Context: an optimization exercise on an open-source flow, tuned for small area. The choices shown serve that exercise and are no tape-out recipe.
Function was checked by simulation only, so behaviour that the tests miss may differ from the original.
No activity file was given, so power comes from the tool's default toggle rates.

==> flow/design.v (excerpt) <==
module keypad_password_system (
    input  wire       clk,
    input  wire       reset_n,
    input  wire [3:0] keypad_rows,
    output wire [3:0] keypad_cols,
    output wire [6:0] seg_out,
    output wire [3:0] digit_sel
);
Settings: LEC_CHECK=0, CAP_MARGIN=20, CORE_MARGIN=2, CORE_UTILIZATION=40, SLEW_MARGIN=20; clock period 10.0 ns.
standard.sh (not shown) runs the stock make flow with config.mk's settings and CLKGATE_MAP_FILE= SYNTH_SCRIPT=/design/flow/synth_recipe.tcl, a recipe that flattens the netlist after the stock synthesis.
==> flow/flow/run.sh <==
#!/bin/bash
# Layout flow: the standard ORFS flow (standard.sh, unchanged synthesis),
# with two settings changed:
#  - clock tree synthesis without dummy load cells,
#  - the smallest buffer (buf_1) for the input and output port buffers.
# The whole make output goes to flow_standard.log in the work folder.
set -euo pipefail
export CTS_ARGS="-sink_clustering_enable -repair_clock_nets -dont_use_dummy_load -buf_list {sky130_fd_sc_hd__clkbuf_2 sky130_fd_sc_hd__clkbuf_4} -sink_clustering_size 20 -sink_clustering_max_diameter 60"
export BUFFER_PORTS_ARGS="-buffer_cell sky130_fd_sc_hd__buf_1"
bash standard.sh > flow_standard.log 2>&1
Change:
==> flow/run.sh (new file) <==
#!/bin/bash
# synth_recipe.tcl (not shown) runs the flow's synth.tcl, then flattens the netlist and writes it again
# the make line also repeats each setting of config.mk as NAME=value (left out here)
make -C /OpenROAD-flow-scripts/flow DESIGN_CONFIG=/design/flow/config.mk WORK_HOME=/design/flow/orfs CLKGATE_MAP_FILE= SYNTH_SCRIPT=/design/flow/synth_recipe.tcl finish
removed: flow/flow/run.sh
removed: flow/standard.sh
Outcome:
- The new run went through all stages and came out clean
- total power goes up by 31%
- non-clock buffer count goes up by 1
- clock power goes up by 110%
- final area goes up by 8.9%

Setup of run A:
The RTL this note starts from:
==> flow/design.v <==
module hex_to_7seg (
    input  wire [3:0] hex_in,
    output wire [6:0] seg_out   
);
    localparam [15:0] T_A = 16'b0111010011111100;
    localparam [15:0] T_B = 16'b0101010111011111;
    localparam [15:0] T_C = 16'b0111011111101111;
    localparam [15:0] T_D = 16'b0111000011110000;
    localparam [15:0] T_E = 16'b0010001011010000;
    localparam [15:0] T_F = 16'b0110011011101010;
    localparam [15:0] T_G = 16'b1111111101111010;
    assign seg_out = {T_G[hex_in], T_F[hex_in], T_E[hex_in], T_D[hex_in],
                      T_C[hex_in], T_B[hex_in], T_A[hex_in]};
endmodule
module keypad_scanner (
    input  wire       clk,
    input  wire       reset,
    input  wire [3:0] rows,
    output wire [3:0] cols,
    output wire [3:0] key_pos,     
    output wire       key_apply    
);
    localparam [5:0] SCAN_END = 6'b000111;
    reg [5:0] scan_timer;
    reg [1:0] scan_index;
    wire scan_tick = (scan_timer == SCAN_END);
    always @(posedge clk or posedge reset) begin
        if (reset) begin
            scan_timer <= 6'd0;
            scan_index <= 2'd0;
        end else begin
            scan_timer <= scan_tick ? 6'd0 : {~scan_timer[4:0], ~(scan_timer[5] ^ scan_timer[4])};
            if (scan_tick)
                scan_index <= {scan_index[0], ~scan_index[1]};
        end
    end
    assign cols = {~(scan_index == 2'b10), ~(scan_index == 2'b11),
                   ~(scan_index == 2'b01), ~(scan_index == 2'b00)};
    reg [3:0] row_sync1, row_sync2;
    always @(posedge clk) begin
        row_sync1 <= rows;
        row_sync2 <= row_sync1;
    end
    reg row_changed;
    always @(posedge clk)
        row_changed <= reset ? (row_sync1 != 4'b1111) : (row_sync1 != row_sync2);
    reg [2:0] debounce_counter;
    reg       deb_valid;
    reg [1:0] deb_row;
    wire       one_low = (row_sync2 == 4'b1110) | (row_sync2 == 4'b1101) |
                         (row_sync2 == 4'b1011) | (row_sync2 == 4'b0111);
    wire [1:0] low_row = {~row_sync2[2] | ~row_sync2[3], ~row_sync2[1] | ~row_sync2[3]};
    localparam [2:0] DEB_DONE = 3'b110;
    wire deb_update = !row_changed && debounce_counter == DEB_DONE;
    always @(posedge clk or posedge reset) begin
        if (reset) begin
            debounce_counter <= 3'b000;
            deb_valid <= 1'b0;
        end else if (row_changed) begin
            debounce_counter <= 3'b000;
        end else begin
            case (debounce_counter)
                3'b000: debounce_counter <= 3'b001;
                3'b001: debounce_counter <= 3'b011;
                3'b011: debounce_counter <= 3'b111;
                default: debounce_counter <= DEB_DONE;
            endcase
            if (debounce_counter == DEB_DONE)
                deb_valid <= one_low;
        end
    end
    always @(posedge clk)
        if (deb_update)
            deb_row <= low_row;
    wire key_found = deb_valid & ~(scan_index == 2'b11 & deb_row == 2'd3);
    localparam [2:0] K_IDLE = 3'b000, K_DET = 3'b001, K_W1 = 3'b011, K_W2 = 3'b111,
                     K_W3 = 3'b110, K_W4 = 3'b101, K_W = 3'b010;
    reg [2:0] state;
    reg [3:0] detected_key;
    reg [11:0] release_timer;
    localparam [11:0] RELEASE_END = 12'b001110010011;   
    wire waiting = (state != K_IDLE) & (state != K_DET);
    always @(posedge clk or posedge reset) begin
        if (reset) begin
            state <= K_IDLE;
        end else begin
            case (state)
                K_IDLE: if (key_found) state <= K_DET;
                K_DET:  state <= K_W1;
                K_W1:   state <= K_W2;
                K_W2:   state <= K_W3;
                K_W3:   state <= K_W4;
                K_W4:   state <= K_W;
                K_W:    if (!key_found && release_timer == RELEASE_END) state <= K_IDLE;
                default: state <= K_IDLE;
            endcase
        end
    end
    always @(posedge clk) begin
        if (state == K_IDLE)
            detected_key <= {scan_index, deb_row};
        release_timer <= (waiting && !key_found) ?
            {~release_timer[10:0], ~(release_timer[11] ^ release_timer[0])} : 12'd0;
    end
    assign key_pos = detected_key;
    assign key_apply = (state == K_W4);
endmodule
module password_fsm (
    input  wire        clk,
    input  wire        reset,
    input  wire [3:0]  key_pos,
    input  wire        key_apply,
    output reg  [1:0]  state,
    output reg  [11:0] digits
);
    localparam S_IDLE     = 2'b00;
    localparam S_ENTERING = 2'b01;
    localparam S_SUCCESS  = 2'b10;
    localparam S_FAIL     = 2'b11;
    localparam [3:0] P_EMPTY = 4'b1111;   
    localparam [3:0] P_1 = 4'b0000, P_2 = 4'b0100, P_3 = 4'b1100, P_4 = 4'b0001;
    localparam [3:0] P_C = 4'b1010, P_E = 4'b0011;
    localparam [16:0] TIMER_END = {5'b11011, 12'b101011011011};
    wire is_digit = (key_pos[3:2] != 2'b10) & ~(key_pos[1:0] == 2'd3 & key_pos[3:2] != 2'b01);
    wire is_clear = (key_pos == P_C);
    wire is_enter = (key_pos == P_E);
    wire full = (digits[11:8] != P_EMPTY);
    wire pass = (digits == {P_1, P_2, P_3}) & (key_pos == P_4);
    reg [4:0] timer;
    wire in_result = state[1];
    wire timer_done = ({timer, digits} == TIMER_END);
    always @(posedge clk or posedge reset) begin
        if (reset) begin
            state <= S_IDLE;
        end else begin
            case (state)
                S_IDLE:
                    if (key_apply && is_digit) state <= S_ENTERING;
                S_ENTERING:
                    if (key_apply) begin
                        if (is_clear) state <= S_IDLE;
                        else if (is_enter) state <= S_FAIL;
                        else if (is_digit && full) state <= pass ? S_SUCCESS : S_FAIL;
                    end
                default:
                    if (timer_done) state <= S_IDLE;
            endcase
        end
    end
    wire load = key_apply & ((state == S_IDLE & is_digit) |
                             (state == S_ENTERING & (is_enter | (is_digit & full))));
    wire shift = in_result | (key_apply & state == S_ENTERING & is_digit);
    wire from_timer = in_result | (state[0] & (full | is_enter));
    always @(posedge clk) begin
        timer <= in_result ? {~digits[11:8], ~(timer[4] ^ digits[3])} : 5'd0;
        if (load | shift) begin
            digits[11:4] <= load ? {P_EMPTY, P_EMPTY} : digits[7:0];
            digits[3:0] <= from_timer ? timer[3:0] : key_pos;
        end
    end
endmodule
module seven_seg_driver (
    input  wire        clk,
    input  wire        reset,
    input  wire [1:0]  state,
    input  wire [11:0] digits,
    output wire [6:0]  seg_out,
    output wire [3:0]  digit_sel
);
    localparam [5:0] PRE_START = 6'b000110;
    localparam [5:0] PRE_END   = 6'b110001;
    reg [5:0] prescaler;
    reg [1:0] idx;
    reg       started;
    wire pre_end = (prescaler == PRE_END);
    always @(posedge clk or posedge reset) begin
        if (reset) begin
            prescaler <= PRE_START;
            idx <= 2'd0;
            started <= 1'b0;
        end else begin
            prescaler <= {prescaler[4:0], prescaler[5] ^ prescaler[4] ^ (prescaler[4:0] == 5'd0)};
            if (pre_end) begin
                started <= 1'b1;
                if (started) idx <= {idx[0], ~idx[1]};
            end
        end
    end
    wire show_digit = (state == 2'b01) & (idx != 2'b00);
    wire [3:0] nib = idx[1] ? (idx[0] ? digits[7:4] : digits[3:0]) : digits[11:8];
    wire [6:0] digit_seg;
    hex_to_7seg decoder_inst (.hex_in(nib), .seg_out(digit_seg));
    reg [6:0] char_seg;
    always @(*) begin
        case ({state, idx})
            4'b10_00: char_seg = 7'b1110011;   
            4'b10_01: char_seg = 7'b1110111;   
            4'b10_11: char_seg = 7'b1101101;   
            4'b10_10: char_seg = 7'b1101101;   
            4'b11_00: char_seg = 7'b1110001;   
            4'b11_01: char_seg = 7'b1110111;   
            4'b11_11: char_seg = 7'b0000110;   
            4'b11_10: char_seg = 7'b0111000;   
            default:  char_seg = 7'b1000000;   
        endcase
    end
    wire [6:0] seg = show_digit ? digit_seg : char_seg;
    assign seg_out = (!started && prescaler[2]) ? 7'b0000000 : seg;
    assign digit_sel = (!started && prescaler[1]) ? 4'b1111 :
                       {~(idx == 2'b00), ~(idx == 2'b01), ~(idx == 2'b11), ~(idx == 2'b10)};
endmodule
module keypad_password_system (
    input  wire       clk,
    input  wire       reset_n,
    input  wire [3:0] keypad_rows,
    output wire [3:0] keypad_cols,
    output wire [6:0] seg_out,
    output wire [3:0] digit_sel
);
    wire reset = ~reset_n;
    wire       key_apply;    
    wire [3:0] key_pos;      
    wire [1:0] fsm_state;
    wire [11:0] fsm_digits;
    keypad_scanner u_keypad (
        .clk(clk),
        .reset(reset),
        .rows(keypad_rows),
        .cols(keypad_cols),
        .key_pos(key_pos),
        .key_apply(key_apply)
    );
    password_fsm u_fsm (
        .clk(clk),
        .reset(reset),
        .key_pos(key_pos),
        .key_apply(key_apply),
        .state(fsm_state),
        .digits(fsm_digits)
    );
    seven_seg_driver u_display (
        .clk(clk),
        .reset(reset),
        .state(fsm_state),
        .digits(fsm_digits),
        .seg_out(seg_out),
        .digit_sel(digit_sel)
    );
endmodule
clock: 10.0 ns
lec_check: 0
cap_margin: 20
core_margin: 2
core_utilization: 40
slew_margin: 20
==> flow/flow/run.sh <==
#!/bin/bash
# Layout flow: the standard ORFS flow (standard.sh, unchanged synthesis),
# with two settings changed:
#  - clock tree synthesis without dummy load cells,
#  - the smallest buffer (buf_1) for the input and output port buffers.
# The whole make output goes to flow_standard.log in the work folder.
set -euo pipefail
export CTS_ARGS="-repair_clock_nets -dont_use_dummy_load -buf_list sky130_fd_sc_hd__clkbuf_4"
export BUFFER_PORTS_ARGS="-buffer_cell sky130_fd_sc_hd__buf_1"
bash standard.sh > flow_standard.log 2>&1
Inputs modified between run A and run B:
- CORE_UTILIZATION changed from 40 to 55
diff --git a/flow/flow/run.sh b/flow/flow/run.sh
--- a/flow/flow/run.sh
+++ b/flow/flow/run.sh
@@ -7,3 +7,3 @@
 set -euo pipefail
-export CTS_ARGS="-repair_clock_nets -dont_use_dummy_load -buf_list sky130_fd_sc_hd__clkbuf_4"
+export CTS_ARGS="-sink_clustering_enable -repair_clock_nets -dont_use_dummy_load -buf_list sky130_fd_sc_hd__clkbuf_4"
 export BUFFER_PORTS_ARGS="-buffer_cell sky130_fd_sc_hd__buf_1"
Taking run A as the reference point, the post-layout utilization of the core of run B rises by 16 points.
Going from run A to run B, combinational gate power dropped 2.8%; area added between synthesis and finish dropped 1.4 points.
Relative to run B, the following input files were edited for run C:
- a change of CORE_UTILIZATION from 55 to 40
[summary]
- Density: run C sparser than run B
- Run C against run B: share of cells above drive strength 1 did not really move; combinational share of power held; synthesized area was more or less identical; clock network contribution to total cell area held steady.
- Run B vs run C, end point of the critical path: seg_out[5] vs seg_out[3]
- Lower final cycle utilization of the critical path goes to run B over run C.
- Reported for run C and run B, arithmetic-cell share of the synthesized area counting full adders, half adders and majority gates turned out identical to the last digit.
- Run B -> run C: deepest clock path buffer count delta 0, exact match
- Final critical-path setup slack deteriorates in run C relative to run B.
diff inputs: run C => run D
- CORE_UTILIZATION now 55, was 40
diff --git a/flow/flow/run.sh b/flow/flow/run.sh
--- a/flow/flow/run.sh
+++ b/flow/flow/run.sh
@@ -7,3 +7,3 @@
 set -euo pipefail
-export CTS_ARGS="-sink_clustering_enable -repair_clock_nets -dont_use_dummy_load -buf_list sky130_fd_sc_hd__clkbuf_4"
+export CTS_ARGS="-sink_clustering_enable -repair_clock_nets -dont_use_dummy_load -buf_list sky130_fd_sc_hd__clkbuf_16"
 export BUFFER_PORTS_ARGS="-buffer_cell sky130_fd_sc_hd__buf_1"
Notes after the runs:
Smallest setup slack after layout, run C and run D, higher one = run D. From run D to run C, total overflow reported by the global router did not move at all. Critical path startpoint = u_display.idx[0]: run C; critical path startpoint = u_display.idx[1]: run D. Run D packs its core more tightly than run C. Changes observed in run D relative to run C: max-cap check violation count level; area of the core went down 28%; total power higher; arrival time at the worst endpoint decreased by 0.16 ns relative to the old numbers; sequential portion of the cell area down 1.7 points.

## port drivers added, routing unchanged
No port has a modelled driver above. Below, the same layouts with a new extraction and two added sets of constraints.
Step 1 sets driving cells, clkbuf_16 on the clock port and buf_2 on the other inputs (assumed; they add their load-dependent delay and slew).
Step 2 times the ports against the registers' clock, not the clock port: input delays grow and output delays shrink by t, the midpoint of the rising clock arrivals with the driver on.
a / b / c = ideal ports / drivers / drivers and shift; a / b = the first two.
run | t, ns | setup slack, ns | hold slack, ns
the first run of note 1 | 0.413 | 5.253 / 5.227 / 5.640 | 0.375 / 0.375 / 0.375
the second run of note 1 | 0.364 | 5.068 / 5.041 / 5.405 | 0.372 / 0.372 / 0.372
run A | 0.413 | 5.253 / 5.227 / 5.640 | 0.375 / 0.375 / 0.375
run B | 0.413 | 5.319 / 5.295 / 5.708 | 0.369 / 0.369 / 0.369
run C | 0.413 | 5.253 / 5.227 / 5.640 | 0.375 / 0.375 / 0.375
run D | 0.346 | 5.408 / 5.377 / 5.722 | 0.370 / 0.370 / 0.370
After both steps setup and hold are still met in every run listed.
